Background: an optimization exercise with open tools, aiming at small area, a short achievable clock period and few clock cycles per item. Do not read the settings as production practice. At most, simulation tests tie the RTL to the original design; equivalence was not proved.

rev 12:
Design cordic, start of the top module:
module cordic(
    input wire [31:0]   angle,
    input wire [1:0]    opt,
    input wire          enable,
    input wire          reset,
    input wire          clk,
    output wire signed [31:0] sin_out,
    output wire signed [31:0] cos_out,
    output wire               done
);
make LEC_CHECK=0 ABC_AREA=1 CAP_MARGIN=20 CORE_MARGIN=2 CORE_UTILIZATION=40 SETUP_SLACK_MARGIN=4 SLEW_MARGIN=20 finish   # period 7.0 ns
run.sh (not shown) runs the stock make flow with config.mk's settings and CLKGATE_MAP_FILE= SYNTH_SCRIPT=/design/flow/synth_recipe.tcl, a recipe that flattens the netlist after the stock synthesis.
In summary, rev 12 completed successfully, with a layout that passed the timing, design-rule and antenna checks.
Testbench counts of rev 12, summed over its fixed seeds: cycles 43,200, items 2,400.
Modified inputs, rev 13 compared to rev 12
Settings: changing SETUP_SLACK_MARGIN from 4 to 2.5.
[summary]
Rev 13 | stages: all done | timing, DRC, antenna: all pass
Relative to rev 12, number of buffers outside the clock class in the layout has gone down in rev 13.
Going from rev 12 to rev 13, worst max-slew margin expressed relative to the limit increased by 9.5 points relative to the old numbers.

---

cordic, a different RTL version from the one above (not shown whole).
For scale: about 900 cells after synthesis, about 71 flip-flops, roughly 100 I/O pins, roughly 7700 µm² of cells after synthesis.
Settings: LEC_CHECK=0, ABC_AREA=0, CAP_MARGIN=20, CORE_MARGIN=2, CORE_UTILIZATION=40, CTS_BUF_LIST=sky130_fd_sc_hd__clkbuf_8, CTS_CLUSTER_SIZE=24, SETUP_SLACK_MARGIN=3.5, SLEW_MARGIN=20; clock period 7.0 ns.
standard.sh (not shown) runs the stock make flow with config.mk's settings and CLKGATE_MAP_FILE= SYNTH_SCRIPT=/design/flow/synth_recipe.tcl, a recipe that flattens the netlist after the stock synthesis.
==> flow/flow/run.sh <==
#!/bin/bash
# The standard layout (standard.sh) with extra ORFS settings: port buffers
# made from sky130_fd_sc_hd__buf_1. ORFS writes each step's log under orfs/logs;
# make's own output goes to make.log.
set -euo pipefail
bash standard.sh 'BUFFER_PORTS_ARGS=-buffer_cell sky130_fd_sc_hd__buf_1' finish > make.log 2>&1
Then changed:
--- a/flow/config.mk
+++ b/flow/config.mk
@@ -6,5 +6,5 @@
 export NUM_CORES = 4
 export LEC_CHECK = 0
-export ABC_AREA = 0
+export ABC_AREA = 1
 export CAP_MARGIN = 20
 export CORE_MARGIN = 2
Result: Setup slack improves by 0.78 ns; global-route usage goes up by 1.0 points; utilization is lower by 4.1 points; maximum frequency rises by 24%; first-iteration DRC count falls by 14%.
Then changed:
--- a/flow/config.mk
+++ b/flow/config.mk
@@ -11,5 +11,6 @@
 export CORE_UTILIZATION = 40
 export CTS_BUF_LIST = sky130_fd_sc_hd__clkbuf_8
-export CTS_CLUSTER_SIZE = 24
+export CTS_CLUSTER_DIAMETER = 100
+export CTS_CLUSTER_SIZE = 40
 export SETUP_SLACK_MARGIN = 3.5
 export SLEW_MARGIN = 20
The new run finished clean.
Final cell count stays the same.
Core utilization stays the same.
First-iteration DRC count stays the same.
Cell area is unchanged.
Non-clock buffer count does not change.
Register-to-register slack barely changes.
Function was not checked in any run of this note: the RTL went through the layout flow alone.

---

== v53 ==
Another version of the RTL of cordic (not shown whole).
Size: roughly 1100 cells after synthesis, about 71 flip-flops, roughly 100 I/O pins.
==> flow/config.mk <==
export PLATFORM = sky130hd
export DESIGN_NAME = cordic
export DESIGN_NICKNAME = cordic
export VERILOG_FILES = /design/flow/design.v
export SDC_FILE = /design/flow/constraint.sdc
export NUM_CORES = 4
export LEC_CHECK = 0
export ABC_AREA = 1
export CAP_MARGIN = 20
export CORE_MARGIN = 2
export CORE_UTILIZATION = 40
export CTS_BUF_LIST = sky130_fd_sc_hd__clkbuf_8
export CTS_CLUSTER_SIZE = 24
export SETUP_SLACK_MARGIN = 3.65
export SLEW_MARGIN = 20
==> flow/constraint.sdc <==
create_clock -name core_clock -period 7.0 [get_ports {clk}]
set_input_delay 1.4000 -clock core_clock [delete_from_list [all_inputs] [get_ports {clk}]]
set_output_delay 1.4000 -clock core_clock [all_outputs]
set_load 0.01 [all_outputs]
Scripts as last shown in full above: flow/flow/run.sh
Here is what was changed in the inputs of v4 compared with v53.
- PLACE_DENSITY now 0.8, previously not set
- SETUP_SLACK_MARGIN now 3.5, was 3.65
Results
- v4 vs v53: count of routing violations after the opening detailed-route iteration up in v4
- Relative to v53, v4 degrades register-to-register slack.
- Compared to v53, v4 has clock buffer and inverter area fraction after layout 0.22 points higher.
- The critical path depth in v4 was higher than what v53 gave.
- v4 ends up with higher minimum clock period after layout than v53 does.
Relative to v4, the following input files were edited for v51:
- removing PLACE_DENSITY (formerly 0.8)
- removing CTS_CLUSTER_SIZE (formerly 24)
- removing CTS_BUF_LIST (formerly sky130_fd_sc_hd__clkbuf_8)
## What came out
- Timing, DRC, antenna: 0 failures across v4 and v51
- Compared with v4, in v51 via count of the first global-routing pass shrank by about 3%, total via count in the routed design shrank by 459, clock slew seen by the registers of the worst setup and hold paths shrank by 0.03 ns.
- Across both runs, layout buffer count excluding clock buffers was lower for v51 than for v4.
No run of this note included a check of the RTL's function; only the layout flow was run.

## port drivers added, routing unchanged
No port has a modelled driver above. Below, the same layouts with a new extraction and two added sets of constraints.
Step 1 (the two cells are an assumption about what drives the block):
set clk [get_ports {clk}]
set_driving_cell -lib_cell sky130_fd_sc_hd__clkbuf_16 $clk
set_driving_cell -lib_cell sky130_fd_sc_hd__buf_2 [delete_from_list [all_inputs] $clk]
Step 2, shift: input delay + t, output delay - t, t = (earliest + latest rising clock arrival at the registers) / 2. This alone moves slack from input paths to output paths.
a / b / c = ideal ports / drivers / drivers and shift; a / b = the first two.
| run | shift t [ns] | slack for setup (ns) | latest minus earliest clock arrival (ns) | worst register clock-pin slew, ns | worst slew at a driven data input, ns |
|---|---|---|---|---|---|
| rev 12 | 0.398 | 3.526 / 3.526 / 3.526 | 0.010 / 0.010 | 0.07 / 0.07 | 0.04 |
| rev 13 | 0.387 | 2.893 / 2.893 / 2.688 | 0.010 / 0.011 | 0.06 / 0.06 | 0.05 |
| the first run of note 2 | 0.404 | 2.941 / 2.941 / 2.941 | 0.012 / 0.013 | 0.09 / 0.09 | 0.03 |
| the second run of note 2 | 0.423 | 3.721 / 3.721 / 3.455 | 0.010 / 0.011 | 0.08 / 0.08 | 0.03 |
| the third run of note 2 | 0.423 | 3.721 / 3.721 / 3.455 | 0.010 / 0.011 | 0.08 / 0.08 | 0.03 |
| v53 | 0.414 | 3.754 / 3.754 / 3.458 | 0.015 / 0.014 | 0.08 / 0.08 | 0.03 |
| v4 | 0.403 | 3.644 / 3.644 / 3.330 | 0.011 / 0.011 | 0.09 / 0.09 | 0.04 |
| v51 | 0.391 | 3.675 / 3.675 / 3.487 | 0.011 / 0.011 | 0.06 / 0.06 | 0.03 |
After both steps setup and hold are still met in every run listed. For v4, which loses most, drivers alone change the setup slack by 0.000 ns; drivers and shift together by -0.314 ns.
